Background: an optimization exercise with open tools, aiming at small area. Do not read the settings as production practice. At most, simulation tests tie the RTL to the original design; equivalence was not proved. The RTL of runs 2 and 3 was laid out without a check of its function. No run shown here takes its clock network from TritonCTS; it comes from the design's own scripts or RTL. No driver is modelled on the clock port, so clock power and skew are understated where the tree is cut down; a real chip needs a root buffer or a tree. No activity file was given, so power comes from the tool's default toggle rates.

==> flow/design.v <==
`timescale 1ns / 1ps
module pong(btns, auto, background, pclk, rst, hsync, vsync, red, green, blue);
    input wire pclk;
    input wire rst;
    input wire auto, background;
    input wire[3:0] btns;
    output wire hsync, vsync;
    output wire[4:0] red, blue;
    output wire[5:0] green;
    reg [10:0] q;
    reg [2:0]  m;
    reg [9:0]  hcount, vcount;
    reg [8:0]  pad1, pad2;       
    reg [9:0]  ball_x;           
    reg [7:0]  ball_yh;          
    reg        vel_x, vel_y;     
    genvar i;
    wire m0   = ~|m;
    wire qz   = ~|q;
    wire step = qz & m0;                                            
    wire cnt2 = qz & m[1] & ~m[0];                                  
    wire wrap = q[10] & q[9] & q[6] & q[5] & q[2] & q[1] & m[0];    
    wire [11:0] qc;
    wire [10:0] qn;
    assign qc[0] = m[2];
    generate for (i = 0; i < 11; i = i + 1) begin : g_q
        assign qn[i] = q[i] ^ qc[i];
        assign qc[i+1] = q[i] & qc[i];
    end endgenerate
    always @(posedge pclk) begin
        if (rst | wrap) begin
            q <= 0;
            m <= 0;
        end else begin
            m <= {m[1] & m[0], m[1] ^ m[0], ~m[0] & ~m[2]};
            q <= qn;
        end
    end
    wire hend = hcount[9] & hcount[8] & (&hcount[4:0]);    
    wire vend = vcount[9] & vcount[3];                     
    wire [10:0] hc, vc;
    wire [9:0] hn, vn;
    assign hc[0] = m0;
    assign vc[0] = m0 & hend;
    generate for (i = 0; i < 10; i = i + 1) begin : g_hv
        assign hn[i] = hcount[i] ^ hc[i];
        assign hc[i+1] = hcount[i] & hc[i];
        assign vn[i] = vcount[i] ^ vc[i];
        assign vc[i+1] = vcount[i] & vc[i];
    end endgenerate
    always @(posedge pclk) begin
        if (rst | (m0 & hend))
            hcount <= 0;
        else
            hcount <= hn;
        if (rst | (m0 & hend & vend))
            vcount <= 0;
        else
            vcount <= vn;
    end
    wire zone1 = ~vel_x & ~ball_x[9] & ~ball_x[8] & ~ball_x[7] & ~ball_x[6] &
                 ~ball_x[3] & ~ball_x[2] & ~ball_x[1] & ball_x[0];        
    wire zone2 = vel_x & ball_x[9] & ball_x[6] & (&ball_x[3:0]);          
    wire zone  = zone1 | zone2;
    wire [8:0] pg = vel_x ? pad2 : pad1;
    wire [7:0] e;
    wire [8:0] eb;
    assign eb[0] = 1'b0;
    generate for (i = 0; i < 8; i = i + 1) begin : g_e
        assign e[i] = ball_yh[i] ^ pg[i+1] ^ eb[i];
        assign eb[i+1] = (~ball_yh[i] & pg[i+1]) | (~(ball_yh[i] ^ pg[i+1]) & eb[i]);
    end endgenerate
    wire hit = ((&e[7:4]) & (|e[3:1])) |                                
               (~|e[7:4] & (~(&e[3:0]) | pg[0]));                       
    wire restore = zone & ~hit & cnt2;
    wire wall = (~vel_y & ~|ball_yh) | (vel_y & (&ball_yh[7:5]) & (&ball_yh[3:1]));
    wire init = rst | restore;
    wire p1_top = pad1[8] & pad1[7] & pad1[6] & pad1[0];                
    wire p1_bot = ~pad1[8] & ~pad1[7] & ~pad1[6] & ~pad1[5] & ~pad1[0];  
    wire p2_top = pad2[8] & pad2[7] & pad2[6] & (pad2[1] | pad2[0]);    
    wire p2_bot = ~pad2[8] & ~pad2[7] & ~pad2[6] & ~pad2[5] & ~pad2[0];  
    wire p1_up = btns[0] & ~p1_top;
    wire p1_dn = btns[1] & ~p1_bot;
    wire p2_up = btns[2] & ~p2_top;
    wire p2_dn = btns[3] & ~p2_bot;
    wire [9:0] p1t, p2t;
    wire [8:0] p1n, p2n;
    assign p1t[0] = step & (p1_up | p1_dn);
    assign p2t[0] = step & (p2_up | p2_dn);
    generate for (i = 0; i < 9; i = i + 1) begin : g_p
        assign p1n[i] = pad1[i] ^ p1t[i];
        assign p1t[i+1] = p1t[i] & ~(pad1[i] ^ p1_up);
        assign p2n[i] = pad2[i] ^ p2t[i];
        assign p2t[i+1] = p2t[i] & ~(pad2[i] ^ p2_up);
    end endgenerate
    wire [10:0] bxt;
    wire [9:0] bxn;
    assign bxt[0] = step;
    generate for (i = 0; i < 10; i = i + 1) begin : g_bx
        assign bxn[i] = ball_x[i] ^ bxt[i];
        assign bxt[i+1] = bxt[i] & ~(ball_x[i] ^ vel_x);
    end endgenerate
    wire [8:0] byt;
    wire [7:0] byn;
    assign byt[0] = step;
    generate for (i = 0; i < 8; i = i + 1) begin : g_by
        assign byn[i] = ball_yh[i] ^ byt[i];
        assign byt[i+1] = byt[i] & ~(ball_yh[i] ^ vel_y);
    end endgenerate
    wire y_lo = ~|ball_yh[7:4];                          
    wire y_hi = (&ball_yh[7:5]) & (|ball_yh[4:1]);       
    wire [7:0] p2_auto = y_lo ? 8'd16 : y_hi ? 8'd225 : ball_yh;
    always @(posedge pclk) begin
        if (init) begin
            pad1    <= 9'd230;
            pad2    <= 9'd230;
            ball_x  <= 10'd316;
            ball_yh <= 8'd105;
            vel_x   <= 1'b0;
            vel_y   <= 1'b1;
        end else begin
            if (zone & hit) vel_x <= ~vel_x;
            if (wall & ~zone) vel_y <= ~vel_y;
            pad1    <= p1n;
            pad2    <= (step & auto) ? {p2_auto, 1'b0} : p2n;
            ball_x  <= bxn;
            ball_yh <= byn;
        end
    end
    assign hsync = hcount[9] | hcount[8] | hcount[7] | (hcount[6] & hcount[5]);    
    assign vsync = |vcount[9:1];                                                      
    wire v_in = (|vcount[9:5] | (&vcount[4:0])) & ~(&vcount[8:0]) & ~vcount[9];     
    wire h_in = (hcount >= 10'd144) && (hcount < 10'd784);
    wire vis  = v_in & h_in;
    wire pcol = ((hcount >= 10'd185) && (hcount <= 10'd193)) || ((hcount >= 10'd735) && (hcount <= 10'd743));
    wire [8:0] pd = hcount[9] ? pad2 : pad1;
    wire [9:0] d, pdx;
    wire [10:0] db;
    assign pdx = {1'b0, pd};
    assign db[0] = 1'b0;
    generate for (i = 0; i < 10; i = i + 1) begin : g_d
        assign d[i] = vcount[i] ^ pdx[i] ^ db[i];
        assign db[i+1] = (~vcount[i] & pdx[i]) | (~(vcount[i] ^ pdx[i]) & db[i]);
    end endgenerate
    wire pad = pcol & ~|d[9:6] & (|d[5:1]) & ~(&d[5:2] & (d[1] | d[0]));
    wire [9:0] f;
    wire [10:0] fb;
    assign fb[0] = 1'b0;
    generate for (i = 0; i < 10; i = i + 1) begin : g_f
        assign f[i] = hcount[i] ^ ball_x[i] ^ fb[i];
        assign fb[i+1] = (~hcount[i] & ball_x[i]) | (~(hcount[i] ^ ball_x[i]) & fb[i]);
    end endgenerate
    wire bxon = (f[9:3] == 7'b0010010) & (|f[2:0]) & ~(f[2] & f[1]);
    wire [8:0] g, yx;
    wire [9:0] gb;
    assign yx = {1'b0, ball_yh};
    assign gb[0] = 1'b0;
    generate for (i = 0; i < 9; i = i + 1) begin : g_g
        assign g[i] = vcount[i+1] ^ yx[i] ^ gb[i];
        assign gb[i+1] = (~vcount[i+1] & yx[i]) | (~(vcount[i+1] ^ yx[i]) & gb[i]);
    end endgenerate
    wire byon = (g[8:2] == 7'b0000100) & (~g[1] | (~g[0] & ~vcount[0]));
    wire ball = bxon & byon;
    assign red   = {5{pad}};
    assign green = {6{vis & ball & ~pad}};
    assign blue  = {5{vis & ~ball & ~pad}};
endmodule
==> flow/flow/run.sh <==
#!/bin/bash
# Own layout flow: ORFS with an area-oriented synthesis that keeps the best of
# several ABC scripts (see synth.tcl), small
# port buffers, no timing-driven buffering in placement, and a small
# hand-built two-level clock tree (cts_hook.tcl) in place of TritonCTS.
set -euo pipefail
cd "$(dirname "$0")/.."
W=$(pwd)
export MY_ABC_SCRIPTS="$(ls $W/flow/abc_*.scr | tr '\n' ' ')"
make -C "$FLOW_HOME" DESIGN_CONFIG=$W/config.mk WORK_HOME=$W/orfs CLKGATE_MAP_FILE= \
  SYNTH_SCRIPT=$W/flow/synth.tcl ADDER_MAP_FILE= \
  REMOVE_ABC_BUFFERS=1 GPL_TIMING_DRIVEN=0 \
  PRE_CTS_TCL=$W/flow/cts_hook.tcl \
  "BUFFER_PORTS_ARGS=-buffer_cell sky130_fd_sc_hd__buf_1" \
  finish > $W/make.log 2>&1
R=$W/orfs/results/sky130hd/pong/base
: # left out here: write the final layout as DEF
==> flow/flow/abc_dch.scr <==
strash
dch -f
amap
==> flow/flow/abc_ds1.scr <==
strash
&get -n
&deepsyn -T 20 -S 1
&put
dch -f
amap
==> flow/flow/abc_ds2.scr <==
strash
&get -n
&deepsyn -T 20 -S 2
&put
dch -f
amap
==> flow/flow/abc_ds3.scr <==
strash
&get -n
&deepsyn -T 20 -S 3
&put
dch -f
amap
==> flow/flow/abc_ds4.scr <==
strash
&get -n
&deepsyn -T 20 -S 4
&put
dch -f
amap
==> flow/flow/abc_ds5.scr <==
strash
&get -n
&deepsyn -T 20 -S 5
&put
dch -f
amap
==> flow/flow/abc_ds6.scr <==
strash
&get -n
&deepsyn -T 20 -S 6
&put
dch -f
amap
==> flow/flow/abc_ds7.scr <==
strash
&get -n
&deepsyn -T 20 -S 7
&put
dch -f
amap
==> flow/flow/abc_ds8.scr <==
strash
&get -n
&deepsyn -T 20 -S 8
&put
dch -f
amap
==> flow/flow/clock_tree.tcl <==
# Clock tree built by hand: the flip-flops are split into CLK_K groups by
# position (k-means); each group gets one leaf buffer at its centre, and one
# root buffer drives the leaf buffers. 
proc build_clock_tree {K leaf_cell root_cell} {
  set block [ord::get_db_block]
  set dbu [$block getDefUnits]
  set net [$block findNet pclk]
  set pins {}
  set xs {}
  set ys {}
  foreach it [$net getITerms] {
    set inst [$it getInst]
    set loc [$inst getLocation]
    lappend pins "[$inst getName]/[[$it getMTerm] getName]"
    lappend xs [expr {[lindex $loc 0] / double($dbu)}]
    lappend ys [expr {[lindex $loc 1] / double($dbu)}]
  }
  set n [llength $pins]
  # initial centres: spread along sorted x
  set order [lsort -real -indices $xs]
  set cx {}; set cy {}
  for {set k 0} {$k < $K} {incr k} {
    set i [lindex $order [expr {int(($k + 0.5) * $n / $K)}]]
    lappend cx [lindex $xs $i]; lappend cy [lindex $ys $i]
  }
  for {set iter 0} {$iter < 50} {incr iter} {
    # capacity-limited assignment: nearest centre with room left, pins taken
    # in order of how much they prefer their best centre
    set cap [expr {int(ceil(double($n) / $K))}]
    set cnt {}
    for {set k 0} {$k < $K} {incr k} { lappend cnt 0 }
    set asg {}
    set pref {}
    for {set i 0} {$i < $n} {incr i} {
      lappend asg -1
      set ds {}
      for {set k 0} {$k < $K} {incr k} {
        lappend ds [expr {abs([lindex $xs $i] - [lindex $cx $k]) + abs([lindex $ys $i] - [lindex $cy $k])}]
      }
      set srt [lsort -real $ds]
      lappend pref [list $i [expr {[lindex $srt end] - [lindex $srt 0]}] $ds]
    }
    foreach e [lsort -real -decreasing -index 1 $pref] {
      set i [lindex $e 0]; set ds [lindex $e 2]
      foreach k [lsort -real -indices $ds] {
        if {[lindex $cnt $k] < $cap} { lset asg $i $k; lset cnt $k [expr {[lindex $cnt $k] + 1}]; break }
      }
    }
    for {set k 0} {$k < $K} {incr k} {
      set sx 0; set sy 0; set c 0
      for {set i 0} {$i < $n} {incr i} {
        if {[lindex $asg $i] == $k} { set sx [expr {$sx + [lindex $xs $i]}]; set sy [expr {$sy + [lindex $ys $i]}]; incr c }
      }
      if {$c > 0} { lset cx $k [expr {$sx / $c}]; lset cy $k [expr {$sy / $c}] }
    }
  }
  set rx 0; set ry 0
  for {set k 0} {$k < $K} {incr k} {
    set pl {}
    for {set i 0} {$i < $n} {incr i} {
      if {[lindex $asg $i] == $k} { lappend pl [get_pins [lindex $pins $i]] }
    }
    puts "clock leaf $k: [llength $pl] sinks at [lindex $cx $k] [lindex $cy $k]"
    insert_buffer -buffer_cell $leaf_cell -net pclk -load_pins $pl -location [list [lindex $cx $k] [lindex $cy $k]] -buffer_name clkleaf_$k -net_name clknet_leaf_$k
    set rx [expr {$rx + [lindex $cx $k] / $K}]; set ry [expr {$ry + [lindex $cy $k] / $K}]
  }
  insert_buffer -buffer_cell $root_cell -net pclk -location [list $rx $ry] -buffer_name clkroot -net_name clknet_root
  foreach nn [$block getNets] {
    if {[string match "clknet_*" [$nn getName]] || [$nn getName] == "pclk"} { $nn setSigType CLOCK }
  }
  set_propagated_clock [all_clocks]
}
==> flow/flow/cts_eval.tcl <==
# Run by cts_hook.tcl in a separate OpenROAD: builds one candidate clock tree
# on the placed design and prints the worst flip-flop clock-pin slew.
read_lef $::env(TECH_LEF)
read_lef $::env(SC_LEF)
foreach lib $::env(LIB_FILES) { read_liberty $lib }
read_db $::env(RESULTS_DIR)/3_place.odb
read_sdc $::env(RESULTS_DIR)/3_place.sdc
source $::env(PLATFORM_DIR)/setRC.tcl
source $::env(CLK_TREE_TCL)
build_clock_tree $::env(CLK_K) $::env(CLK_LEAF) $::env(CLK_ROOT)
detailed_placement
estimate_parasitics -placement
set worst 0
foreach p [get_pins -of_objects [get_cells -filter "ref_name =~ sky130_fd_sc_hd__df*"] -filter "name == CLK"] {
  set s [get_property $p slew_max]
  if {$s > $worst} { set worst $s }
}
puts "CTS_EVAL_SLEW $worst"
==> flow/flow/cts_hook.tcl <==
# PRE_CTS_TCL hook: replaces TritonCTS with a small two-level clock tree
# (clock_tree.tcl). Candidates are tried in order of buffer area, each in a
# separate OpenROAD on the placed design; the first whose worst estimated
# flip-flop clock-pin slew is at most 100 ps is built here.
set dir [file dirname [info script]]
source $dir/clock_tree.tcl
set ::env(CLK_TREE_TCL) $dir/clock_tree.tcl
set cands {
  {4 sky130_fd_sc_hd__clkbuf_8 sky130_fd_sc_hd__clkbuf_8}
  {8 sky130_fd_sc_hd__clkbuf_4 sky130_fd_sc_hd__clkbuf_8}
  {9 sky130_fd_sc_hd__clkbuf_4 sky130_fd_sc_hd__clkbuf_8}
  {5 sky130_fd_sc_hd__clkbuf_8 sky130_fd_sc_hd__clkbuf_8}
  {10 sky130_fd_sc_hd__clkbuf_4 sky130_fd_sc_hd__clkbuf_8}
  {6 sky130_fd_sc_hd__clkbuf_8 sky130_fd_sc_hd__clkbuf_8}
  {12 sky130_fd_sc_hd__clkbuf_4 sky130_fd_sc_hd__clkbuf_8}
  {8 sky130_fd_sc_hd__clkbuf_8 sky130_fd_sc_hd__clkbuf_8}
}
set chosen [lindex $cands end]
foreach c $cands {
  set ::env(CLK_K) [lindex $c 0]
  set ::env(CLK_LEAF) [lindex $c 1]
  set ::env(CLK_ROOT) [lindex $c 2]
  if {[catch {exec openroad -no_init -exit $dir/cts_eval.tcl 2>@1} out]} { puts "clock tree candidate $c failed: $out" }
  set slew 1
  regexp {CTS_EVAL_SLEW ([0-9.eE+-]+)} $out -> slew
  puts "clock tree candidate $c: worst slew $slew"
  if {$slew <= 0.100} { set chosen $c; break }
}
puts "clock tree chosen: $chosen"
build_clock_tree {*}$chosen
proc clock_tree_synthesis {args} { puts "clock_tree_synthesis skipped: clock tree built by cts_hook.tcl" }
==> flow/flow/synth.tcl <==
# The standard flow's synthesis (synth_recipe.tcl) with two changes: no full/half-adder
# extraction (ADDER_MAP_FILE is cleared by run.sh) and, in place of ORFS's
# single ABC run, several area-oriented ABC scripts tried on the same logic,
# keeping the smallest mapped result. Registers are untouched by both.
proc synth {args} { yosys synth -nofsm -noshare {*}$args }
proc abc {args} {
  set i [lsearch -exact $args "-script"]
  if {$i < 0 || ![info exists ::env(MY_ABC_SCRIPTS)]} { yosys abc {*}$args; return }
  set lib [lindex $::env(LIB_FILES) 0]
  yosys design -save pre_abc
  set best ""
  set best_area 1e30
  foreach s $::env(MY_ABC_SCRIPTS) {
    yosys design -load pre_abc
    lset args [expr {$i+1}] $s
    yosys abc {*}$args
    yosys opt_clean
    set out [tee -q -s result.string stat -liberty $lib]
    set area 1e30
    regexp {Chip area for module[^:]*:\s*([0-9.]+)} $out -> area
    puts "ABC script [file tail $s]: area $area"
    if {$area < $best_area} { set best_area $area; set best $s; yosys design -save best_abc }
  }
  puts "ABC script chosen: [file tail $best] ($best_area)"
  yosys design -load best_abc
}
source $::env(SCRIPTS_DIR)/synth.tcl
# left out here: clear keep_hierarchy, flatten, clean up, hide names made inside functions, write 1_2_yosys.v
==> flow/standard.sh <==
#!/bin/bash
# synth_recipe.tcl (not shown) runs the flow's synth.tcl, then flattens the netlist and writes it again
# the make line also repeats each setting of config.mk as NAME=value (left out here)
make -C /OpenROAD-flow-scripts/flow DESIGN_CONFIG=/design/flow/config.mk WORK_HOME=/design/flow/orfs CLKGATE_MAP_FILE= SYNTH_SCRIPT=/design/flow/synth_recipe.tcl "${@:-finish}"
==> flow/config.mk <==
export PLATFORM = sky130hd
export DESIGN_NAME = pong
export DESIGN_NICKNAME = pong
export VERILOG_FILES = /design/flow/design.v
export SDC_FILE = /design/flow/constraint.sdc
export NUM_CORES = 4
export LEC_CHECK = 0
export CAP_MARGIN = 20
export CORE_MARGIN = 2
export CORE_UTILIZATION = 70
export PLACE_DENSITY = 0.8
export SLEW_MARGIN = 20
==> flow/constraint.sdc <==
create_clock -name core_clock -period 12.0 [get_ports {pclk}]
set_input_delay 2.4000 -clock core_clock [delete_from_list [all_inputs] [get_ports {pclk}]]
set_output_delay 2.4000 -clock core_clock [all_outputs]
set_load 0.01 [all_outputs]
==> impl_metrics.toml, run 1 <==
[setup_path]
worstPathArrival_ns = 4.73
max_stage_delay_ns = 0.74
cpMostUsedCell = "nand2_1"
path_depth = 17
r2r_cells = 24
worstSetupPathType = "reg -> out"
path_buf_inv = 2
path_cells = "clkinv_1 -> o22ai_1 -> nor2_1 -> a21oi_1 -> nand2_1 -> o21ai_0 -> a21oi_1 -> nand2_1 -> o21a_1 -> nand2_1 -> o21a_1 -> and4_1 -> or3_1 -> a211oi_1 -> or4_1 -> nor2_1 -> buf_1"
cp-end-kind = "output pin"
worst_setup_path_start_kind = "flop"
cp.required_ns = 9.60
cp_max_fo = 14
path_delay_family = "compound AO/OA/AOI/OAI gates"
crit_slowest_cell = "dfxtp_1"

[sta]
whs_ns = 0.4822
fin_crit_sh_pct = 59.45
slew_violations = 0
fmax_mhz = 140.2
timing.final.ws_setup_ns = 4.867
max-slew-margin-rel_pct = 43.26
tightest_slew_ns = 0.8402
hold_viol = 0
rsz0062_at_grt = "false"
period_needed_ns = 7.134
finalSetupTns_ns = 0
setup_viol = 0
skew_ns = 0.01799

[grt]
grt_pass1_wl_mm = 19.35
grt_max_degree = 20
grt_pass1_vias = 4338
antenna_found_initial = 0
overflow = 0
grt_use_total_pct = 32.36

[placed_design]
gp_congestion = 0.9323
placed_cells = 718
dp_slack_ns = 5.373
io_buffers = 24
dp_hpwl_mm = 8.516

[clock_network]
cts_setup_buffers = 0
clk_latency_ns = 0.35
clk_pin_slew_worst_paths_ns = 0.09
cts-resized-gates = 0
hold_buffers = 0

[final_layout]
fin_nets = 659
drive_gt1_share_pct = 1.079
antenna_cells = 0
multi_input_area_mm2 = 0.002437
regArea_mm2 = 0.001441
finalNonFillerCells = 724
area_growth_pct = 3.852
fillers = 487
final_util_pct = 75.90

[route]
firstDrtPassIters = 8
drcViolationCount = 0
drt_wl_total_mm = 11.16
via_count = 4707
post_drt_wl_per_cell_um = 15.42
drt-vias-per-instance = 6.501
drtIter0Drc = 444
postRouteAntennaNets = 0

[floorplanning]
num_rows = 28
die_w_um = 82.86
num_io_pins = 26
fp.coreArea_mm2 = 0.005956
die-area_mm2 = 0.006865
die_h_um = 82.86
start_util_pct = 73.09

[logic_synthesis]
yosys_warnings = 1
synth-edff-count = 0
synthDistinctLibCells = 41
synthArstFlopShare_pct = 0
ys.flop_type = "dfxtp_1"
synth.avg_cell_area_um2 = 6.877
yosys_register_bits = 72
yosys.area.top_type = "dfxtp_1"
synth_top_area_share_pct = 33.11
syn_inst = 633
synthesis.area_mm2 = 0.004353
netlist_top_cells_area = "dfxtp_1, nor2_1, clkinv_1"
yosysSeqAreaShare_pct = 33.11

[run_status]
status = "finished clean"

[power_and_ir_drop]
p_leak_nw = 1.479
ir_worst_vdd_uv = 129.4
powerDensity_mw_per_mm2 = 104.7

[run]
maxCapViolations = 0

[min_path]
hp-class = "reg -> reg"
holdPathStages = 2
[sequential cells by signal, summed over array words and instances, names as in the netlist, 3 cells and up]
register and cells:
m 3, pad1 9, pad2 9, ball_yh 8, hcount 10, ball_x 10, vcount 10, q 11
[kinds of logic (layout without fill, tap and decap cells)]
logic type	count (synthesis)	in the layout	share of synthesized area (%)
flip-flops	72	72	33.11
AO/OA/AOI/OAI	201	201	31.07
AND/OR/NAND/NOR	246	246	24.78
buffers and inverters	114	130	11.04
[cell usage after synthesis (3+ instances only)]
cell type	instances
or4_1	5
nor2_1	121
dfxtp_1	72
o22ai_1	26
a211oi_1	23
nor4_1	4
clkinv_1	100
a21oi_1	30
nor2b_1	5
buf_4	14
nand2_1	48
nor3_1	32
o21a_1	12
nor3b_1	3
nand4_1	5
a22oi_1	7
o221ai_1	21
or2_0	6
o22a_1	3
nand3_1	8
a221oi_1	7
or3_1	4
o21ai_0	45
a31oi_1	7
[layout make-up, without the clock buffers]
cell class,instances,area share (%)
well taps,75,2.076
multi-input cells,447,53.92
repair buffers,24,1.993
flip-flops and latches,72,31.88
inverters,100,8.303
[where the power goes]
group	internal (mW)	switching (mW)	total, mW
Combinational	0.0303	0.0571	0.0873
Clock	0.0454	0.0760	0.121
Sequential	0.250	0.0149	0.264
[per-stage QoR]
step	instance area [µm²]	power, mW
after detailed placement	4438	0.3541
after global routing	4521	0.4961
after floorplan	4248	0.3314
after global placement	4432	0.3499
after CTS	4521	0.4707
final	4521	0.4732
[layer usage]
| metal | global-route usage [%] | routed length [µm] | vias to the layer above |
|---|---|---|---|
| met4 | 11.62 | 413 | 0 |
| met2 | 52.86 | 4931 | 220 |
| met1 | 44.54 | 4909 | 2133 |
| met3 | 3.479 | 909 | 36 |
| li1 | - | - | 2318 |
| met5 | 0 | 0 | - |
[worst min-delay path: stages, from the launching register on]
cell	delay [ns]
dfxtp_1	0.31
clkinv_1	0.06
a211oi_1	0.06
[path summary, 6_finish.rpt]
path | startpoint | slack (ns) | endpoint
setup reg to reg | vel_x$_SDFFE_PP0P_ | 5.62 | pad2[6]$_SDFF_PP1_
hold reg to reg | q[1]$_SDFF_PP0_ | 0.48 | q[1]$_SDFF_PP0_
hold / removal | q[1]$_SDFF_PP0_ | 0.48 | q[1]$_SDFF_PP0_
setup / recovery | hcount[9]$_SDFF_PP0_ | 4.87 | blue[2]
[layout by cell type, fill, tap and decap left out, types with 6 or more instances in the layout]
cell	count
nand3_1	8
a211oi_1	23
a31oi_1	6
dfxtp_1	72
buf_1	24
o21ai_0	45
a221oi_1	7
o22ai_1	26
a22oi_1	7
a21oi_1	30
o221ai_1	21
clkbuf_8	6
nor3_1	32
clkinv_1	100
nor2_1	121
nand2_1	48
o21a_1	12
or2_0	6
==> run 2: changes to the inputs <==
--- a/flow/design.v
+++ b/flow/design.v
@@ -7,7 +7,7 @@
     output wire hsync, vsync;
     output wire[4:0] red, blue;
     output wire[5:0] green;
-    reg [10:0] q;
+    reg [12:0] lfsr;
     reg [2:0]  m;
     reg [9:0]  hcount, vcount;
     reg [8:0]  pad1, pad2;       
@@ -15,26 +15,18 @@
     reg [7:0]  ball_yh;          
     reg        vel_x, vel_y;     
     genvar i;
+    wire nz   = ~|lfsr[11:2];
+    wire z12  = nz & ~lfsr[1] & ~lfsr[0];
+    wire step = z12 & ~lfsr[12];                                    
+    wire wrap = z12 & lfsr[12];                                     
+    wire cnt2 = nz & ~lfsr[12] & lfsr[1] & lfsr[0];                 
     wire m0   = ~|m;
-    wire qz   = ~|q;
-    wire step = qz & m0;                                            
-    wire cnt2 = qz & m[1] & ~m[0];                                  
-    wire wrap = q[10] & q[9] & q[6] & q[5] & q[2] & q[1] & m[0];    
-    wire [11:0] qc;
-    wire [10:0] qn;
-    assign qc[0] = m[2];
-    generate for (i = 0; i < 11; i = i + 1) begin : g_q
-        assign qn[i] = q[i] ^ qc[i];
-        assign qc[i+1] = q[i] & qc[i];
-    end endgenerate
+    wire lfb  = lfsr[12] ^ lfsr[3] ^ lfsr[2] ^ lfsr[0] ^ z12;
     always @(posedge pclk) begin
-        if (rst | wrap) begin
-            q <= 0;
-            m <= 0;
-        end else begin
-            m <= {m[1] & m[0], m[1] ^ m[0], ~m[0] & ~m[2]};
-            q <= qn;
-        end
+        if (rst) lfsr <= 13'd0;
+        else     lfsr <= {lfsr[11:0], lfb};
+        if (rst | wrap) m <= 3'd0;
+        else            m <= {m[1] & m[0], m[1] ^ m[0], ~m[0] & ~m[2]};
     end
     wire hend = hcount[9] & hcount[8] & (&hcount[4:0]);    
     wire vend = vcount[9] & vcount[3];                     
@@ -134,15 +126,14 @@
     wire vis  = v_in & h_in;
     wire pcol = ((hcount >= 10'd185) && (hcount <= 10'd193)) || ((hcount >= 10'd735) && (hcount <= 10'd743));
     wire [8:0] pd = hcount[9] ? pad2 : pad1;
-    wire [9:0] d, pdx;
-    wire [10:0] db;
-    assign pdx = {1'b0, pd};
+    wire [8:0] d;
+    wire [9:0] db;
     assign db[0] = 1'b0;
-    generate for (i = 0; i < 10; i = i + 1) begin : g_d
-        assign d[i] = vcount[i] ^ pdx[i] ^ db[i];
-        assign db[i+1] = (~vcount[i] & pdx[i]) | (~(vcount[i] ^ pdx[i]) & db[i]);
+    generate for (i = 0; i < 9; i = i + 1) begin : g_d
+        assign d[i] = vcount[i] ^ pd[i] ^ db[i];
+        assign db[i+1] = (~vcount[i] & pd[i]) | (~(vcount[i] ^ pd[i]) & db[i]);
     end endgenerate
-    wire pad = pcol & ~|d[9:6] & (|d[5:1]) & ~(&d[5:2] & (d[1] | d[0]));
+    wire pad = pcol & ~|d[8:6] & (|d[5:1]) & ~(&d[5:2] & (d[1] | d[0]));
     wire [9:0] f;
     wire [10:0] fb;
     assign fb[0] = 1'b0;
@@ -151,15 +142,14 @@
         assign fb[i+1] = (~hcount[i] & ball_x[i]) | (~(hcount[i] ^ ball_x[i]) & fb[i]);
     end endgenerate
     wire bxon = (f[9:3] == 7'b0010010) & (|f[2:0]) & ~(f[2] & f[1]);
-    wire [8:0] g, yx;
-    wire [9:0] gb;
-    assign yx = {1'b0, ball_yh};
+    wire [7:0] g;
+    wire [8:0] gb;
     assign gb[0] = 1'b0;
-    generate for (i = 0; i < 9; i = i + 1) begin : g_g
-        assign g[i] = vcount[i+1] ^ yx[i] ^ gb[i];
-        assign gb[i+1] = (~vcount[i+1] & yx[i]) | (~(vcount[i+1] ^ yx[i]) & gb[i]);
+    generate for (i = 0; i < 8; i = i + 1) begin : g_g
+        assign g[i] = vcount[i+1] ^ ball_yh[i] ^ gb[i];
+        assign gb[i+1] = (~vcount[i+1] & ball_yh[i]) | (~(vcount[i+1] ^ ball_yh[i]) & gb[i]);
     end endgenerate
-    wire byon = (g[8:2] == 7'b0000100) & (~g[1] | (~g[0] & ~vcount[0]));
+    wire byon = (g[7:2] == 6'b000100) & (~g[1] | (~g[0] & ~vcount[0]));
     wire ball = bxon & byon;
     assign red   = {5{pad}};
     assign green = {6{vis & ball & ~pad}};
--- a/flow/flow/clock_tree.tcl
+++ b/flow/flow/clock_tree.tcl
@@ -1,6 +1,3 @@
-# Clock tree built by hand: the flip-flops are split into CLK_K groups by
-# position (k-means); each group gets one leaf buffer at its centre, and one
-# root buffer drives the leaf buffers. 
 proc build_clock_tree {K leaf_cell root_cell} {
   set block [ord::get_db_block]
   set dbu [$block getDefUnits]
@@ -64,7 +61,9 @@
     insert_buffer -buffer_cell $leaf_cell -net pclk -load_pins $pl -location [list [lindex $cx $k] [lindex $cy $k]] -buffer_name clkleaf_$k -net_name clknet_leaf_$k
     set rx [expr {$rx + [lindex $cx $k] / $K}]; set ry [expr {$ry + [lindex $cy $k] / $K}]
   }
-  insert_buffer -buffer_cell $root_cell -net pclk -location [list $rx $ry] -buffer_name clkroot -net_name clknet_root
+  if {$root_cell != "none"} {
+    insert_buffer -buffer_cell $root_cell -net pclk -location [list $rx $ry] -buffer_name clkroot -net_name clknet_root
+  }
   foreach nn [$block getNets] {
     if {[string match "clknet_*" [$nn getName]] || [$nn getName] == "pclk"} { $nn setSigType CLOCK }
   }
==> flow/flow/cts_hook.tcl (replaced) <==
# PRE_CTS_TCL hook: replaces TritonCTS with a small two-level clock tree
# (clock_tree.tcl). Candidates are tried in order of buffer area, each in a
# separate OpenROAD on the placed design; the first whose worst estimated
# flip-flop clock-pin slew is at most 105 ps is built here.
set dir [file dirname [info script]]
source $dir/clock_tree.tcl
set ::env(CLK_TREE_TCL) $dir/clock_tree.tcl
set cands {
  {4 sky130_fd_sc_hd__buf_8 none}
  {5 sky130_fd_sc_hd__buf_8 sky130_fd_sc_hd__buf_4}
  {8 sky130_fd_sc_hd__buf_4 sky130_fd_sc_hd__buf_4}
  {6 sky130_fd_sc_hd__buf_8 sky130_fd_sc_hd__buf_4}
  {9 sky130_fd_sc_hd__buf_4 sky130_fd_sc_hd__buf_4}
  {4 sky130_fd_sc_hd__buf_12 none}
  {7 sky130_fd_sc_hd__buf_8 sky130_fd_sc_hd__buf_4}
  {10 sky130_fd_sc_hd__buf_4 sky130_fd_sc_hd__buf_4}
  {8 sky130_fd_sc_hd__buf_8 sky130_fd_sc_hd__buf_4}
  {8 sky130_fd_sc_hd__clkbuf_8 sky130_fd_sc_hd__clkbuf_8}
}
set chosen [lindex $cands end]
foreach c $cands {
  set ::env(CLK_K) [lindex $c 0]
  set ::env(CLK_LEAF) [lindex $c 1]
  set ::env(CLK_ROOT) [lindex $c 2]
  if {[catch {exec openroad -no_init -exit $dir/cts_eval.tcl 2>@1} out]} { puts "clock tree candidate $c failed: $out" }
  set slew 1
  regexp {CTS_EVAL_SLEW ([0-9.eE+-]+)} $out -> slew
  puts "clock tree candidate $c: worst slew $slew"
  if {$slew <= 0.105} { set chosen $c; break }
}
puts "clock tree chosen: $chosen"
build_clock_tree {*}$chosen
proc clock_tree_synthesis {args} { puts "clock_tree_synthesis skipped: clock tree built by cts_hook.tcl" }
==> run 2 against run 1 <==
  * Fmax decreased by 1.6%
  * Cell area increased by 0.17%
  * Core utilization increased by 0.13 points
  * Via count decreased by 3.4%
  * Die area decreased by 0.60%
  * First-iteration DRC count decreased by 0.68%
  * Routed wire length decreased by 1.4%
  * Sequential power increased by 6%
  * Critical path type unchanged
  * Critical endpoint is now green[4]
==> impl_metrics.toml, run 2 <==
[run_status]
status = "finished clean"

[sta]
tightest_slew_ns = 0.9085
slew_violations = 0
finalSetupTns_ns = 0
period_needed_ns = 7.248
max-slew-margin-rel_pct = 38.93
timing.final.ws_setup_ns = 4.752
hold_viol = 0
fin_crit_sh_pct = 60.40
fmax_mhz = 138.0
rsz0062_at_grt = "false"
setup_viol = 0
skew_ns = 0.01339

[setup_path]
worst_setup_path_start_kind = "flop"
path_cells = "clkinv_1 -> o22ai_1 -> nor2_1 -> a21oi_1 -> a21o_1 -> nand2_1 -> o21ai_0 -> nand2_1 -> o21ai_0 -> nand2_1 -> o21ai_0 -> nand2_1 -> o21ai_0 -> nor4_1 -> a2111oi_1 -> buf_1 -> a311o_1 -> nor2b_1 -> buf_1"
cp_max_fo = 15
worstSetupPathType = "reg -> out"
worstPathArrival_ns = 4.85
max_stage_delay_ns = 0.75
crit_slowest_cell = "dfxtp_1"
cp.required_ns = 9.60
cp-end-kind = "output pin"

[floorplanning]
die_w_um = 82.61
die-area_mm2 = 0.006824
start_util_pct = 72.63
num_rows = 28
fp.coreArea_mm2 = 0.005956
die_h_um = 82.61
num_io_pins = 26

[final_layout]
antenna_cells = 0
largest_register_ff_count = 13
top_register = "lfsr"
fillers = 484
fin_nets = 639
fin_area_mm2 = 0.004528
drive_gt1_share_pct = 1.749
layout_common_cells = "nor2_1, clkinv_1, dfxtp_1, o21ai_0, o221ai_1"
final_util_pct = 76.03
layout_commonest_cell = "nor2_1"
area_growth_pct = 4.686

[grt]
grt_pass1_vias = 3948
grt_max_degree = 21
overflow = 0
grt_use_total_pct = 32.23
grt_pass1_wl_mm = 17.68
antenna_found_initial = 0

[route]
wl_met1_mm = 4.690
drcViolationCount = 0
firstDrtPassIters = 5
dr_wl_met2_mm = 5.201
route.met3.wl_um = 760
post_drt_wl_per_cell_um = 15.64
drtIter0Drc = 441
via_count = 4547
postRouteAntennaNets = 0
drt-vias-per-instance = 6.459
top_layer = "met4"
drt_wl_total_mm = 11.01

[logic_synthesis]
synth.avg_cell_area_um2 = 7.079
yosys.area.top_type = "dfxtp_1"
synthDistinctLibCells = 39
syn_inst = 611
muxShareOfSynthArea_pct = 0
synth_compound_area_share_pct = 35.12
synth-simple-area-share_pct = 19.44
synth-edff-count = 0
synthArstFlopShare_pct = 0
synthAdderAreaFrac_pct = 0
synth_top_area_share_pct = 34.25
synth_top_family_by_area = "compound AO/OA/AOI/OAI gates"
synth_xor_area_share_pct = 0
netlist_top_cells_area = "dfxtp_1, nor2_1, clkinv_1"
ys.flop_type = "dfxtp_1"
post-synth-top-count-cell = "nor2_1"
yosysSeqAreaShare_pct = 34.25
yosys_register_bits = 74
synthesis.area_mm2 = 0.004325
yosys_warnings = 1
ys_top_cells_by_count = "nor2_1, clkinv_1, dfxtp_1, o21ai_0, o221ai_1"

[clock_network]
cts_setup_buffers = 0
clk_pin_slew_worst_paths_ns = 0.09
cts-resized-gates = 0
hold_buffers = 0
clk_latency_ns = 0.36

[power_and_ir_drop]
ir_worst_vdd_uv = 136.4
powerDensity_mw_per_mm2 = 116.3
p_leak_nw = 1.481

[placed_design]
postPlaceCellArea_mm2 = 0.004446
dp_hpwl_mm = 8.118
gp_congestion = 0.9372
dp_slack_ns = 5.253
io_buffers = 24

[min_path]
hp-class = "reg -> reg"

[run]
maxCapViolations = 0
## run 2: worst paths after layout
| kind | startpoint | to | slack [ns] | depth (start not counted) |
|---|---|---|---|---|
| worst max-delay path | hcount[9]$_SDFF_PP0_ | green[4] | 4.75 | 19 |
| worst min register to register | lfsr[8]$_SDFF_PP0_ | lfsr[9]$_SDFF_PP0_ | 0.43 | 2 |
| worst min-delay path | lfsr[8]$_SDFF_PP0_ | lfsr[9]$_SDFF_PP0_ | 0.43 | 2 |
| worst max register to register | vel_x$_SDFFE_PP0P_ | ball_yh[2]$_SDFF_PP0_ | 5.90 | 24 |
## run 2: final cells by class, without the clock buffers
type                            instances  area (µm²)  area share (%)
Timing Repair Buffer                   26       105.1           2.321
Multi-Input combinational cell        422        2386           52.69
Inverter                              101       379.1           8.372
Sequential cell                        74        1481           32.72
Tap cell                               75       93.84           2.072
## run 2: through the flow
| stage | cells | hold slack [ns] | power (mW) |
|---|---|---|---|
| after detailed placement | 698 | 0.4133 | 0.3958 |
| after global routing | 704 | 0.4384 | 0.5495 |
| final | 704 | 0.4257 | 0.5266 |
| after floorplan | 597 | 0.3921 | 0.3680 |
| after CTS | 704 | 0.4282 | 0.5222 |
| after global placement | 696 | 0.3996 | 0.3888 |
## run 2: kinds of logic (layout without fill, tap and decap cells)
| logic type | after synthesis | after routing |
|---|---|---|
| compound gates | 225 | 225 |
| buf+inv | 115 | 133 |
| simple gates | 197 | 197 |
| flops | 74 | 74 |
## run 2: worst max-delay path: cells and delay by family (launching register included)
kind                   cells  cell delay (ns)
AO/OA/AOI/OAI              9             2.11
flip-flops                 1             0.75
buffers and inverters      3             1.03
AND/OR/NAND/NOR            7             0.59
## run 2: power by group
group | internal [mW] | leakage (nW) | switching [mW]
clock | 0.0496 | 0.0419 | 0.0823
sequential | 0.259 | 0.602 | 0.0192
combinational | 0.0416 | 0.837 | 0.0744
## run 2: routing by layer
layer	GRT usage, %	vias up
li1	-	2299
met1	42.62	2050
met2	55.56	163
met3	2.826	35
met4	10.33	0
met5	0	-
==> run 3: changes to the inputs <==
--- a/flow/config.mk
+++ b/flow/config.mk
@@ -5,8 +5,8 @@
 export SDC_FILE = /design/flow/constraint.sdc
 export NUM_CORES = 4
 export LEC_CHECK = 0
-export CAP_MARGIN = 20
+export CAP_MARGIN = 0
 export CORE_MARGIN = 2
 export CORE_UTILIZATION = 70
 export PLACE_DENSITY = 0.8
-export SLEW_MARGIN = 20
+export SLEW_MARGIN = 0
==> run 3 against run 2 <==
  * Register-to-register slack better by 0.47 ns
  * Global-route usage down 0.88 points
  * Hold slack worse by 0.0043 ns
  * First-iteration DRC count down 16%
  * Core utilization up 0.17 points
  * Largest power group unchanged
==> impl_metrics.toml, run 3 <==
[logic_synthesis]
ys_top_cells_by_count = "nor2_1, clkinv_1, dfxtp_1, o21ai_0, o221ai_1"
ys.flop_type = "dfxtp_1"
syn_inst = 611
yosys_register_bits = 74
synth.avg_cell_area_um2 = 7.079
yosysSeqAreaShare_pct = 34.25
post-synth-top-count-cell = "nor2_1"
synthDistinctLibCells = 39
yosys_warnings = 1
synth-edff-count = 0
synthesis.area_mm2 = 0.004325
netlist_top_cells_area = "dfxtp_1, nor2_1, clkinv_1"
synthArstFlopShare_pct = 0
synth_top_area_share_pct = 34.25
yosys.area.top_type = "dfxtp_1"

[setup_path]
cp_max_fo = 15
r2r-start = "vel_x$_SDFFE_PP0P_"
r2r_end = "ball_yh[2]$_SDFF_PP0_"
max_stage_delay_ns = 0.76
cp-end-kind = "output pin"
worstPathArrival_ns = 4.94
reg2reg_slack_ns = 6.37
path_cells = "clkinv_1 -> o22ai_1 -> nor2_1 -> a21oi_1 -> a21o_1 -> nand2_1 -> o21ai_0 -> nand2_1 -> o21ai_0 -> nand2_1 -> o21ai_0 -> nand2_1 -> o21ai_0 -> nand4_1 -> o221ai_1 -> a2111oi_1 -> clkdlybuf4s18_2 -> a311o_1 -> nor2b_1 -> buf_1"
r2r_cells = 24
worst_setup_path_start_kind = "flop"
cp.required_ns = 9.60
path_buf_inv = 3
crit_slowest_cell = "dfxtp_1"
worstSetupPathType = "reg -> out"
path_delay_family = "compound AO/OA/AOI/OAI gates"

[placed_design]
gp_congestion = 0.9372
dp_hpwl_mm = 8.017
postPlaceCellArea_mm2 = 0.004434
io_buffers = 24

[grt]
grt_pass1_wl_mm = 17.13
antenna_found_initial = 0
grt_pass1_vias = 3837
grt_max_degree = 21
overflow = 0
grt_use_total_pct = 31.35

[clock_network]
clk_latency_ns = 0.39
hold_buffers = 0
cts-resized-gates = 0
clk_pin_slew_worst_paths_ns = 0.09
cts_setup_buffers = 0

[sta]
fin_crit_sh_pct = 61.19
slew_violations = 0
finalSetupTns_ns = 0
max-slew-margin-rel_pct = 39.62
setup_viol = 0
tightest_slew_ns = 0.9057
period_needed_ns = 7.343
skew_ns = 0.02066
rsz0062_at_grt = "false"
hold_viol = 0
fmax_mhz = 136.2

[route]
drt-vias-per-instance = 6.480
post_drt_wl_per_cell_um = 15.33
drt_wl_total_mm = 10.79
via_count = 4562
firstDrtPassIters = 5
drcViolationCount = 0
drtIter0Drc = 370
postRouteAntennaNets = 0

[floorplanning]
start_util_pct = 72.63
num_io_pins = 26
fp.coreArea_mm2 = 0.005956
num_rows = 28
die-area_mm2 = 0.006824
die_h_um = 82.61
die_w_um = 82.61

[final_layout]
area_growth_pct = 4.918
fin_area_mm2 = 0.004538
antenna_cells = 0
top_register = "lfsr"
fin_nets = 639
layout_common_cells = "nor2_1, clkinv_1, dfxtp_1, o21ai_0, o221ai_1"
multi_input_area_mm2 = 0.002386
regArea_mm2 = 0.001481
fillers = 465
layout_commonest_cell = "nor2_1"
largest_register_ff_count = 13
drive_gt1_share_pct = 1.908

[run_status]
status = "finished clean"

[min_path]
worstHoldStart = "m[2]$_SDFF_PP0_"
hold_path_end = "m[0]$_SDFF_PP0_"
hp-class = "reg -> reg"
holdPathStages = 1

[run]
maxCapViolations = 0

[power_and_ir_drop]
ir_worst_vdd_uv = 116.5
p_leak_nw = 1.485
powerDensity_mw_per_mm2 = 116.1
run 3: cell counts after synthesis:
Identical to the previous run, type by type.
run 3: how the worst max path moves through the flow:
stage               depth (start not counted)                  from       end
finish                                     20  hcount[9]$_SDFF_PP0_  green[4]
global route                               20  hcount[9]$_SDFF_PP0_  green[3]
CTS                                        20  hcount[9]$_SDFF_PP0_  green[2]
detailed placement                         20  hcount[9]$_SDFF_PP0_  green[2]
global placement                           18  hcount[9]$_SDFF_PP0_  green[5]
floorplan                                  17  hcount[9]$_SDFF_PP0_  green[0]
run 3: routing by layer:
metal	up-vias	routed length (µm)	GRT usage, %
met4	0	320	8.852
met1	2082	4760	40.89
met2	165	5040	55.24
met3	23	672	2.826
met5	-	0	0
li1	2292	-	-
run 3: cell families (layout without fill, tap and decap cells):
group	Yosys count	after routing	share of synthesized area (%)
AND/OR/NAND/NOR	197	197	19.44
flip-flops	74	74	34.25
AO/OA/AOI/OAI	225	225	35.12
buffers and inverters	115	133	11.19
run 3: through the flow:
step                utilization (%)  cells  total power [mW]  setup WS [ns]  hold slack, ns
finish                        76.20    704            0.5270          4.657          0.4214
global route                  76.20    704            0.5492          4.195          0.4301
CTS                           75.84    704            0.5224          4.753          0.4246
detailed placement            74.45    698            0.3947          5.187          0.4078
global placement              73.95    696            0.3888          4.784          0.3996
floorplan                         -    597            0.3680          4.184          0.3921
run 3: power breakdown:
| group | total (mW) | switching (mW) | leakage [nW] | internal, mW |
|---|---|---|---|---|
| combinational | 0.116 | 0.0740 | 0.841 | 0.0418 |
| clock | 0.133 | 0.0835 | 0.0419 | 0.0494 |
| sequential | 0.278 | 0.0188 | 0.602 | 0.259 |
| total | 0.527 | 0.176 | 1.49 | 0.351 |
run 3: layout make-up, without the clock buffers:
type	count	area share [%]
Multi-Input combinational cell	422	52.58
Sequential cell	74	32.64
Inverter	101	8.354
Timing Repair Buffer	26	2.537
Tap cell	75	2.068
==> run 4: changes to the inputs <==
--- a/flow/design.v
+++ b/flow/design.v
@@ -20,13 +20,13 @@
     wire step = z12 & ~lfsr[12];                                    
     wire wrap = z12 & lfsr[12];                                     
     wire cnt2 = nz & ~lfsr[12] & lfsr[1] & lfsr[0];                 
-    wire m0   = ~|m;
+    wire m0   = ~m[1] & ~m[0];                                      
     wire lfb  = lfsr[12] ^ lfsr[3] ^ lfsr[2] ^ lfsr[0] ^ z12;
     always @(posedge pclk) begin
         if (rst) lfsr <= 13'd0;
         else     lfsr <= {lfsr[11:0], lfb};
         if (rst | wrap) m <= 3'd0;
-        else            m <= {m[1] & m[0], m[1] ^ m[0], ~m[0] & ~m[2]};
+        else            m <= {m[1] & m[0], m[0], ~m[2]};
     end
     wire hend = hcount[9] & hcount[8] & (&hcount[4:0]);    
     wire vend = vcount[9] & vcount[3];                     
--- a/flow/config.mk
+++ b/flow/config.mk
@@ -5,8 +5,8 @@
 export SDC_FILE = /design/flow/constraint.sdc
 export NUM_CORES = 4
 export LEC_CHECK = 0
-export CAP_MARGIN = 0
+export CAP_MARGIN = 20
 export CORE_MARGIN = 2
 export CORE_UTILIZATION = 70
 export PLACE_DENSITY = 0.8
-export SLEW_MARGIN = 0
+export SLEW_MARGIN = 20
==> run 4 against run 3 <==
  * Critical path depth decreased by 5
  * Synthesized area fell by 0.40%
  * Combinational power fell by 9%
  * Clock power hardly changed
  * First-iteration DRC count down 13%
  * Final cell count rose by 0.85%
==> impl_metrics.toml, run 4 <==
[run_status]
status = "finished clean"

[setup_path]
path_delay_family = "compound AO/OA/AOI/OAI gates"
crit_slowest_cell = "dfxtp_1"
path_cells = "clkinv_1 -> o22ai_1 -> clkinv_1 -> a22oi_1 -> nand2_1 -> o21a_1 -> a21oi_1 -> nand2_1 -> o21ai_0 -> nor4b_1 -> or4_1 -> a311oi_1 -> or4_1 -> nor2_1 -> buf_1"
r2r-start = "vel_x$_SDFFE_PP0P_"
max_stage_delay_ns = 0.69
reg2reg_slack_ns = 5.99
worstPathArrival_ns = 4.42
worst_setup_path_start_kind = "flop"
r2r_cells = 20
cp_max_fo = 15
worstSetupPathType = "reg -> out"
cp-end-kind = "output pin"
r2r_end = "pad2[3]$_SDFF_PP0_"
cp.required_ns = 9.60
path_buf_inv = 3

[logic_synthesis]
yosysSeqAreaShare_pct = 34.39
synth_xor_area_share_pct = 0
synth_compound_area_share_pct = 30.64
netlist_top_cells_area = "dfxtp_1, nor2_1, clkinv_1"
ys_top_cells_by_count = "nor2_1, clkinv_1, dfxtp_1, o21ai_0, a21oi_1"
synthAdderAreaFrac_pct = 0
synth-edff-count = 0
ys.flop_type = "dfxtp_1"
synthArstFlopShare_pct = 0
yosys.area.top_type = "dfxtp_1"
syn_inst = 619
synth_top_area_share_pct = 34.39
synthDistinctLibCells = 40
synth-simple-area-share_pct = 24.34
muxShareOfSynthArea_pct = 0
yosys_register_bits = 74
yosys_warnings = 1
synthesis.area_mm2 = 0.004308
post-synth-top-count-cell = "nor2_1"
synth_top_family_by_area = "compound AO/OA/AOI/OAI gates"
synth.avg_cell_area_um2 = 6.959

[sta]
timing.final.ws_setup_ns = 5.175
rsz0062_at_grt = "false"
skew_ns = 0.01416
tightest_slew_ns = 0.9486
max-slew-margin-rel_pct = 36.76
fin_crit_sh_pct = 56.87
slew_violations = 0
period_needed_ns = 6.825
setup_viol = 0
finalSetupTns_ns = 0
fmax_mhz = 146.5
hold_viol = 0

[grt]
grt_pass1_wl_mm = 17.65
grt_pass1_vias = 4073
grt_use_total_pct = 32.48
overflow = 0
antenna_found_initial = 0
grt_max_degree = 23

[final_layout]
fin_nets = 645
layout_commonest_cell = "nor2_1"
layout_common_cells = "nor2_1, clkinv_1, dfxtp_1, o21ai_0, a21oi_1"
drive_gt1_share_pct = 1.102
largest_register_ff_count = 13
antenna_cells = 0
area_growth_pct = 3.834
fillers = 476
top_register = "lfsr"

[route]
wl_met1_mm = 4.582
dr_wl_met2_mm = 5.202
postRouteAntennaNets = 0
route.met3.wl_um = 655
post_drt_wl_per_cell_um = 15.18
drt_wl_total_mm = 10.78
drtIter0Drc = 323
top_layer = "met4"
drcViolationCount = 0
via_count = 4529
drt-vias-per-instance = 6.379
firstDrtPassIters = 5

[floorplanning]
num_io_pins = 26
start_util_pct = 72.76
die_w_um = 82.45
fp.coreArea_mm2 = 0.005921
num_rows = 28
die_h_um = 82.45
die-area_mm2 = 0.006798

[min_path]
hold_path_end = "m[0]$_SDFF_PP0_"
worstHoldStart = "m[2]$_SDFF_PP0_"
hp-class = "reg -> reg"
holdPathStages = 1

[clock_network]
cts_setup_buffers = 0
hold_buffers = 0
cts-resized-gates = 0
clk_latency_ns = 0.37
clk_pin_slew_worst_paths_ns = 0.09

[power_and_ir_drop]
ir_worst_vdd_uv = 122.3
p_leak_nw = 1.481
powerDensity_mw_per_mm2 = 114.8

[placed_design]
gp_congestion = 0.9835
dp_hpwl_mm = 8.139
io_buffers = 24
dp_slack_ns = 5.620

[run]
maxCapViolations = 0
run 4: cell types whose count changed in the layout (fill, tap and decap cells not counted), sizes merged, moves of 4 or more:
cell,previous run,this run
o22ai,35,27
o221ai,41,23
clkinv,101,94
a211oi,17,12
or2,2,9
nor2b,3,8
nand4,6,2
a22oi,8,4
or4,1,5
nor2,110,129
a221oi,6,11
o21a,4,9
run 4: metrics by stage:
step | hold slack, ns | total power [mW] | utilization (%) | cell area, µm² | std cells
6_report | 0.4036 | 0.5136 | 75.55 | 4473 | 710
5_1_grt | 0.4105 | 0.5375 | 75.55 | 4473 | 710
4_1_cts | 0.4030 | 0.5123 | 75.55 | 4473 | 710
3_5_place_dp | 0.3763 | 0.3842 | 74.15 | 4390 | 704
3_3_place_gp | 0.3749 | 0.3786 | 74.09 | 4387 | 704
2_1_floorplan | 0.3682 | 0.3567 | - | 4203 | 605
run 4: layout make-up, without the clock buffers:
type	instances	area [µm²]	share of cell area, %
Tap cell	75	93.84	2.098
Multi-Input combinational cell	437	2372	53.04
Sequential cell	74	1481	33.12
Timing Repair Buffer	24	90.09	2.014
Inverter	94	352.8	7.888
run 4: how the worst max path moves through the flow:
stage                               startpoint       end  slack [ns]  cells after the start
after floorplan           hcount[9]$_SDFF_PP0_  green[0]        5.48                     14
after CTS                 hcount[9]$_SDFF_PP0_   blue[4]        5.17                     15
after global placement    hcount[9]$_SDFF_PP0_   blue[0]        5.69                     15
after global routing      hcount[9]$_SDFF_PP0_   blue[1]        4.53                     15
final                     hcount[9]$_SDFF_PP0_   blue[4]        5.18                     15
after detailed placement  hcount[9]$_SDFF_PP0_   blue[4]        5.62                     15
run 4: cell families (layout without fill, tap and decap cells):
logic type | count (synthesis) | count (layout)
compound gates | 200 | 200
simple gates | 237 | 237
flops | 74 | 74
buf+inv | 108 | 124
run 4: worst register-to-register path, stage by stage (launching register included):
cell	delay [ns]
dfxtp_1	0.77
clkinv_1	0.60
o22ai_1	0.34
nor2_1	0.08
a21oi_1	0.21
and2_0	0.22
or2_0	0.15
nand2_1	0.07
o21ai_0	0.11
nand2_1	0.10
o21ai_0	0.11
nand2_1	0.09
o21ai_0	0.13
o21ai_0	0.16
a311o_1	0.31
nor4_1	0.17
a311oi_1	0.13
a21oi_2	0.66
clkinv_1	0.79
or3_1	0.58
o22ai_1	0.16
run 4: per-layer routing:
metal | GRT usage, % | vias to the layer above
met5 | 0 | -
met4 | 11.00 | 0
met3 | 2.391 | 27
met2 | 58.31 | 170
met1 | 40.92 | 2077
li1 | - | 2255
run 4: power by group:
part / switching [mW] / leakage (nW) / total [mW] / internal [mW]
logic: 0.0682 / 0.837 / 0.106 / 0.0375
clock network: 0.0816 / 0.0419 / 0.131 / 0.0495
registers: 0.0188 / 0.602 / 0.277 / 0.258
==> run 5: changes to the inputs <==
--- a/flow/flow/run.sh
+++ b/flow/flow/run.sh
@@ -2,7 +2,8 @@
 # Own layout flow: ORFS with an area-oriented synthesis that keeps the best of
 # several ABC scripts (see synth.tcl), small
 # port buffers, no timing-driven buffering in placement, and a small
-# hand-built two-level clock tree (cts_hook.tcl) in place of TritonCTS.
+# hand-built two-level clock tree (cts_hook.tcl) in place of TritonCTS, and
+# only small buffers for repair_design (repair_hook.tcl).
 set -euo pipefail
 cd "$(dirname "$0")/.."
 W=$(pwd)
@@ -11,6 +12,7 @@
   SYNTH_SCRIPT=$W/flow/synth.tcl ADDER_MAP_FILE= \
   REMOVE_ABC_BUFFERS=1 GPL_TIMING_DRIVEN=0 \
   PRE_CTS_TCL=$W/flow/cts_hook.tcl \
+  PRE_RESIZE_TCL=$W/flow/repair_hook.tcl PRE_GLOBAL_ROUTE_TCL=$W/flow/repair_hook.tcl \
   "BUFFER_PORTS_ARGS=-buffer_cell sky130_fd_sc_hd__buf_1" \
   finish > $W/make.log 2>&1
 R=$W/orfs/results/sky130hd/pong/base
==> flow/flow/repair_hook.tcl (new file) <==
# PRE_RESIZE_TCL / PRE_GLOBAL_ROUTE_TCL hook: keep the large buffers and the
# delay cells out of repair_design's reach, so that nets with many loads are
# repaired with small buffers.
set_dont_use [get_lib_cells {sky130_fd_sc_hd__buf_6 sky130_fd_sc_hd__buf_8 sky130_fd_sc_hd__buf_12 sky130_fd_sc_hd__buf_16 sky130_fd_sc_hd__bufbuf_* sky130_fd_sc_hd__clkbuf_8 sky130_fd_sc_hd__clkbuf_16 sky130_fd_sc_hd__clkdlybuf4s* sky130_fd_sc_hd__dlygate4sd* sky130_fd_sc_hd__dlymetal6s*}]
==> run 5 against run 4 <==
  * Via count unchanged
  * Final cell count stayed put
  * Die area stayed put
  * Register-to-register slack about the same
  * Sequential share of layout area did not move
  * Critical path depth is the same
  * First-iteration DRC count unchanged
  * Sequential power about the same
  * Total power is the same
  * Still clean on timing, DRC and antenna
  * Largest cell class unchanged
==> impl_metrics.toml, run 5 <==
[run_status]
status = "finished clean"

[floorplanning]
die_w_um = 82.45
num_io_pins = 26
num_rows = 28
die-area_mm2 = 0.006798
start_util_pct = 72.76
fp.coreArea_mm2 = 0.005921
die_h_um = 82.45

[route]
top_layer = "met4"
drt_wl_total_mm = 10.78
postRouteAntennaNets = 0
route.met3.wl_um = 655
via_count = 4529
firstDrtPassIters = 5
wl_met1_mm = 4.582
post_drt_wl_per_cell_um = 15.18
dr_wl_met2_mm = 5.202
drcViolationCount = 0
drtIter0Drc = 323
drt-vias-per-instance = 6.379

[final_layout]
area_growth_pct = 3.834
fin_nets = 645
layout_commonest_cell = "nor2_1"
drive_gt1_share_pct = 1.102
antenna_cells = 0
layout_common_cells = "nor2_1, clkinv_1, dfxtp_1, o21ai_0, a21oi_1"
largest_register_ff_count = 13
final_util_pct = 75.55
top_register = "lfsr"
fin_area_mm2 = 0.004473

[placed_design]
dp_hpwl_mm = 8.139
io_buffers = 24
postPlaceCellArea_mm2 = 0.004390
gp_congestion = 0.9835

[setup_path]
worst_setup_path_start_kind = "flop"
cp.required_ns = 9.60
worstSetupPathType = "reg -> out"
cp-end-kind = "output pin"
worstPathArrival_ns = 4.42
cp_max_fo = 15

[clock_network]
hold_buffers = 0
clk_latency_ns = 0.37
clk_pin_slew_worst_paths_ns = 0.09
cts_setup_buffers = 0
cts-resized-gates = 0

[logic_synthesis]
synth-edff-count = 0
yosys_register_bits = 74
yosysSeqAreaShare_pct = 34.39
synthesis.area_mm2 = 0.004308
ys.flop_type = "dfxtp_1"
yosys.area.top_type = "dfxtp_1"
ys_top_cells_by_count = "nor2_1, clkinv_1, dfxtp_1, o21ai_0, a21oi_1"
synth.avg_cell_area_um2 = 6.959
synth_top_area_share_pct = 34.39
netlist_top_cells_area = "dfxtp_1, nor2_1, clkinv_1"
synthDistinctLibCells = 40
post-synth-top-count-cell = "nor2_1"
synthArstFlopShare_pct = 0
yosys_warnings = 1
syn_inst = 619

[sta]
max-slew-margin-rel_pct = 36.76
setup_viol = 0
tightest_slew_ns = 0.9486
finalSetupTns_ns = 0
hold_viol = 0
skew_ns = 0.01416
period_needed_ns = 6.825
fin_crit_sh_pct = 56.87
fmax_mhz = 146.5
slew_violations = 0
rsz0062_at_grt = "false"

[grt]
antenna_found_initial = 0
grt_use_total_pct = 32.48
overflow = 0
grt_pass1_vias = 4073
grt_pass1_wl_mm = 17.65
grt_max_degree = 23

[power_and_ir_drop]
powerDensity_mw_per_mm2 = 114.8
p_leak_nw = 1.481
p_int_uw = 345.0
p_sw_uw = 168.6
p_sw_share_pct = 32.82
ir_worst_vdd_uv = 122.3
clkPwrFrac_pct = 25.5
power_frac_comb_pct = 20.6
power_frac_seq_pct = 53.9

[min_path]
hp-class = "reg -> reg"

[run]
maxCapViolations = 0
==> run 5: path summary, 6_finish.rpt <==
kind	startpoint	endpoint	slack [ns]	cells after the start
worst max-delay path	hcount[9]$_SDFF_PP0_	blue[4]	5.18	15
worst min-delay path	m[2]$_SDFF_PP0_	m[0]$_SDFF_PP0_	0.40	1
worst max register to register	vel_x$_SDFFE_PP0P_	pad2[3]$_SDFF_PP0_	5.99	20
worst min register to register	m[2]$_SDFF_PP0_	m[0]$_SDFF_PP0_	0.40	1
==> run 5: cells by family (layout without fill, tap and decap cells) <==
logic type             Yosys count  count (layout)  synth area share, %
AOI/OAI and AO/OA              200             200                30.64
DFF                             74              74                34.39
buffers and inverters          108             124                10.63
and+or+nand+nor                237             237                24.34
==> run 5: per-layer routing <==
| metal | global-route usage (%) | up-vias |
|---|---|---|
| met4 | 11.00 | 0 |
| li1 | - | 2255 |
| met3 | 2.391 | 27 |
| met2 | 58.31 | 170 |
| met1 | 40.92 | 2077 |
| met5 | 0 | - |
==> run 5: power by group through the flow <==
stage               combinational (mW)  clock [mW]  sequential [mW]
CTS                              0.103       0.133            0.276
floorplan                       0.0810           0            0.276
finish                           0.106       0.131            0.277
global route                     0.118       0.141            0.278
detailed placement               0.103           0            0.282
global placement                0.0977           0            0.281
==> run 5: cell type report, without the clock buffers <==
class,count,area (µm²)
Multi-Input combinational cell,437,2372
Timing Repair Buffer,24,90.09
Inverter,94,352.8
Sequential cell,74,1481
Tap cell,75,93.84
Fill cell,476,1448
==> run 5: critical path, stage by stage (launching register included) <==
cell and delay [ns]:
dfxtp_1 0.69, clkinv_1 0.56, o22ai_1 0.36, clkinv_1 0.14
a22oi_1 0.21, nand2_1 0.09, o21a_1 0.13, a21oi_1 0.16
nand2_1 0.08, o21ai_0 0.11, nor4b_1 0.08, or4_1 0.40
a311oi_1 0.59, or4_1 0.22, nor2_1 0.08, buf_1 0.16
==> run 5: per-stage QoR <==
step           cells  hold WS (ns)  setup WS [ns]  power (mW)
6_report         710        0.4036          5.175      0.5136
2_1_floorplan    605        0.3682          5.484      0.3567
3_5_place_dp     704        0.3763          5.620      0.3842
3_3_place_gp     704        0.3749          5.695      0.3786
5_1_grt          710        0.4105          4.528      0.5375
4_1_cts          710        0.4030          5.171      0.5123
==> run 6: changes to the inputs <==
==> flow/flow/abc_ds10.scr (new file) <==
strash
&get -n
&deepsyn -T 20 -S 10
&put
dch -f
amap
==> flow/flow/abc_ds11.scr (new file) <==
strash
&get -n
&deepsyn -T 20 -S 11
&put
dch -f
amap
==> flow/flow/abc_ds12.scr (new file) <==
strash
&get -n
&deepsyn -T 20 -S 12
&put
dch -f
amap
==> flow/flow/abc_ds13.scr (new file) <==
strash
&get -n
&deepsyn -T 20 -S 13
&put
dch -f
amap
==> flow/flow/abc_ds14.scr (new file) <==
strash
&get -n
&deepsyn -T 20 -S 14
&put
dch -f
amap
==> flow/flow/abc_ds15.scr (new file) <==
strash
&get -n
&deepsyn -T 20 -S 15
&put
dch -f
amap
==> flow/flow/abc_ds16.scr (new file) <==
strash
&get -n
&deepsyn -T 20 -S 16
&put
dch -f
amap
==> flow/flow/abc_ds9.scr (new file) <==
strash
&get -n
&deepsyn -T 20 -S 9
&put
dch -f
amap
--- a/flow/flow/cts_hook.tcl
+++ b/flow/flow/cts_hook.tcl
@@ -1,7 +1,7 @@
 # PRE_CTS_TCL hook: replaces TritonCTS with a small two-level clock tree
 # (clock_tree.tcl). Candidates are tried in order of buffer area, each in a
 # separate OpenROAD on the placed design; the first whose worst estimated
-# flip-flop clock-pin slew is at most 105 ps is built here.
+# flip-flop clock-pin slew is at most 110 ps is built here.
 set dir [file dirname [info script]]
 source $dir/clock_tree.tcl
 set ::env(CLK_TREE_TCL) $dir/clock_tree.tcl
@@ -26,7 +26,7 @@
   set slew 1
   regexp {CTS_EVAL_SLEW ([0-9.eE+-]+)} $out -> slew
   puts "clock tree candidate $c: worst slew $slew"
-  if {$slew <= 0.105} { set chosen $c; break }
+  if {$slew <= 0.110} { set chosen $c; break }
 }
 puts "clock tree chosen: $chosen"
 build_clock_tree {*}$chosen
==> run 6 against run 5 <==
  * Cell area fell by 0.22%
  * Clock power fell by 21%
  * Die area rose by 0.13%
  * Critical path type unchanged
  * Largest cell class unchanged
  * Highest routed layer unchanged
==> impl_metrics.toml, run 6 <==
[run_status]
status = "finished clean"

[setup_path]
r2r_cells = 20
r2r-start = "vel_x$_SDFFE_PP0P_"
crit_start = "hcount[9]$_SDFF_PP0_"
worst_setup_path_start_kind = "flop"
crit_slowest_cell = "dfxtp_1"
cp.required_ns = 9.60
cp-end-kind = "output pin"

[sta]
period_needed_ns = 6.611
skew_ns = 0.01405
max-slew-margin-rel_pct = 35.64
fmax_mhz = 151.3
slew_violations = 0
finalSetupTns_ns = 0
rsz0062_at_grt = "false"

[route]
firstDrtPassIters = 6
via_count = 4587
route.met3.wl_um = 743
drcViolationCount = 0
drtIter0Drc = 411
wl_met1_mm = 5.030
post_drt_wl_per_cell_um = 15.72

[logic_synthesis]
synthAdderAreaFrac_pct = 0
netlist_top_cells_area = "dfxtp_1, nor2_1, clkinv_1"
synth_compound_area_share_pct = 29.50
yosysSeqAreaShare_pct = 34.34
yosys_register_bits = 74
synthArstFlopShare_pct = 0
post-synth-top-count-cell = "nor2_1"
synth-simple-area-share_pct = 24.68
synthDistinctLibCells = 40
synth_top_family_by_area = "compound AO/OA/AOI/OAI gates"
ys.flop_type = "dfxtp_1"
muxShareOfSynthArea_pct = 0
yosys_warnings = 1
synth-edff-count = 0
syn_inst = 633
synthesis.area_mm2 = 0.004314
synth_top_area_share_pct = 34.34

[clock_network]
clk_pin_slew_worst_paths_ns = 0.10
hold_buffers = 0
clk_latency_ns = 0.14
cts-resized-gates = 0

[min_path]
hold_path_end = "m[0]$_SDFF_PP0_"
holdPathStages = 1
hp-class = "reg -> reg"
worstHoldStart = "m[2]$_SDFF_PP0_"

[floorplanning]
die_h_um = 82.51
die-area_mm2 = 0.006807
start_util_pct = 72.44
fp.coreArea_mm2 = 0.005956
num_rows = 28

[run]
maxCapViolations = 0

[power_and_ir_drop]
p_leak_nw = 1.494
ir_worst_vdd_uv = 197.2

[final_layout]
finalNonFillerCells = 722
final_util_pct = 74.94
top_register = "lfsr"
layout_commonest_cell = "nor2_1"
largest_register_ff_count = 13
area_growth_pct = 3.451
fin_nets = 657
drive_gt1_share_pct = 0.9274
antenna_cells = 0

[grt]
grt_max_degree = 20
grt_use_total_pct = 33.01
grt_pass1_wl_mm = 17.93
grt_pass1_vias = 4031
overflow = 0

[placed_design]
dp_hpwl_mm = 8.623
io_buffers = 24
==> run 6: worst max-delay path, delay by kind of cell (launching register included) <==
family | cells | cell delay, ns
AND/OR/NAND/NOR | 8 | 0.89
buffers and inverters | 2 | 0.73
AO/OA/AOI/OAI | 6 | 1.69
flip-flops | 1 | 0.77
==> run 6: area by class of cell, without the clock buffers <==
| cell class | instances | area [µm²] | area share, % |
|---|---|---|---|
| Multi-Input combinational cell | 441 | 2347 | 52.59 |
| Sequential cell | 74 | 1481 | 33.19 |
| Inverter | 104 | 390.4 | 8.747 |
| Tap cell | 75 | 93.84 | 2.103 |
| Timing Repair Buffer | 24 | 90.09 | 2.019 |
==> run 6: metal layers <==
layer / global-route usage (%) / up-vias
li1: - / 2277
met1: 44.44 / 2106
met2: 57.26 / 172
met3: 2.717 / 32
met4: 8.197 / 0
met5: 0 / -
==> run 6: logic make-up after synthesis <==
| group | after synthesis |
|---|---|
| AO/OA/AOI/OAI | 196 |
| flip-flops | 74 |
| AND/OR/NAND/NOR | 245 |
| buffers and inverters | 118 |
==> run 6: how the worst max path moves through the flow <==
stage | to | cells after the start
detailed placement | green[3] | 16
CTS | green[3] | 16
global route | green[1] | 16
global placement | green[4] | 16
finish | green[3] | 16
floorplan | green[0] | 15
==> run 6: report_power, final <==
part	internal (mW)	leakage, nW	switching [mW]
registers	0.275	0.602	0.0413
clock network	0.0383	0.0297	0.0654
logic	0.0850	0.862	0.163
total	0.398	1.49	0.269
==> run 6: stage by stage <==
| step | setup WS, ns | area, µm² | total power, mW | hold WS [ns] |
|---|---|---|---|---|
| 6_report | 5.389 | 4463 | 0.6676 | 0.3966 |
| 5_1_grt | 5.005 | 4463 | 0.7074 | 0.4132 |
| 4_1_cts | 5.241 | 4458 | 0.6589 | 0.3965 |
| 3_5_place_dp | 5.438 | 4398 | 0.5606 | 0.3868 |
| 3_3_place_gp | 5.163 | 4393 | 0.5457 | 0.3751 |
| 2_1_floorplan | 4.417 | 4209 | 0.4947 | 0.3682 |

Check on run 6: ideal ports give 5.389 ns setup slack; a clkbuf_16 on the clock port and buf_2 on the inputs give 5.311 ns; moving port delays by the midpoint clock arrival (0.210 ns) as well gives 5.520 ns.
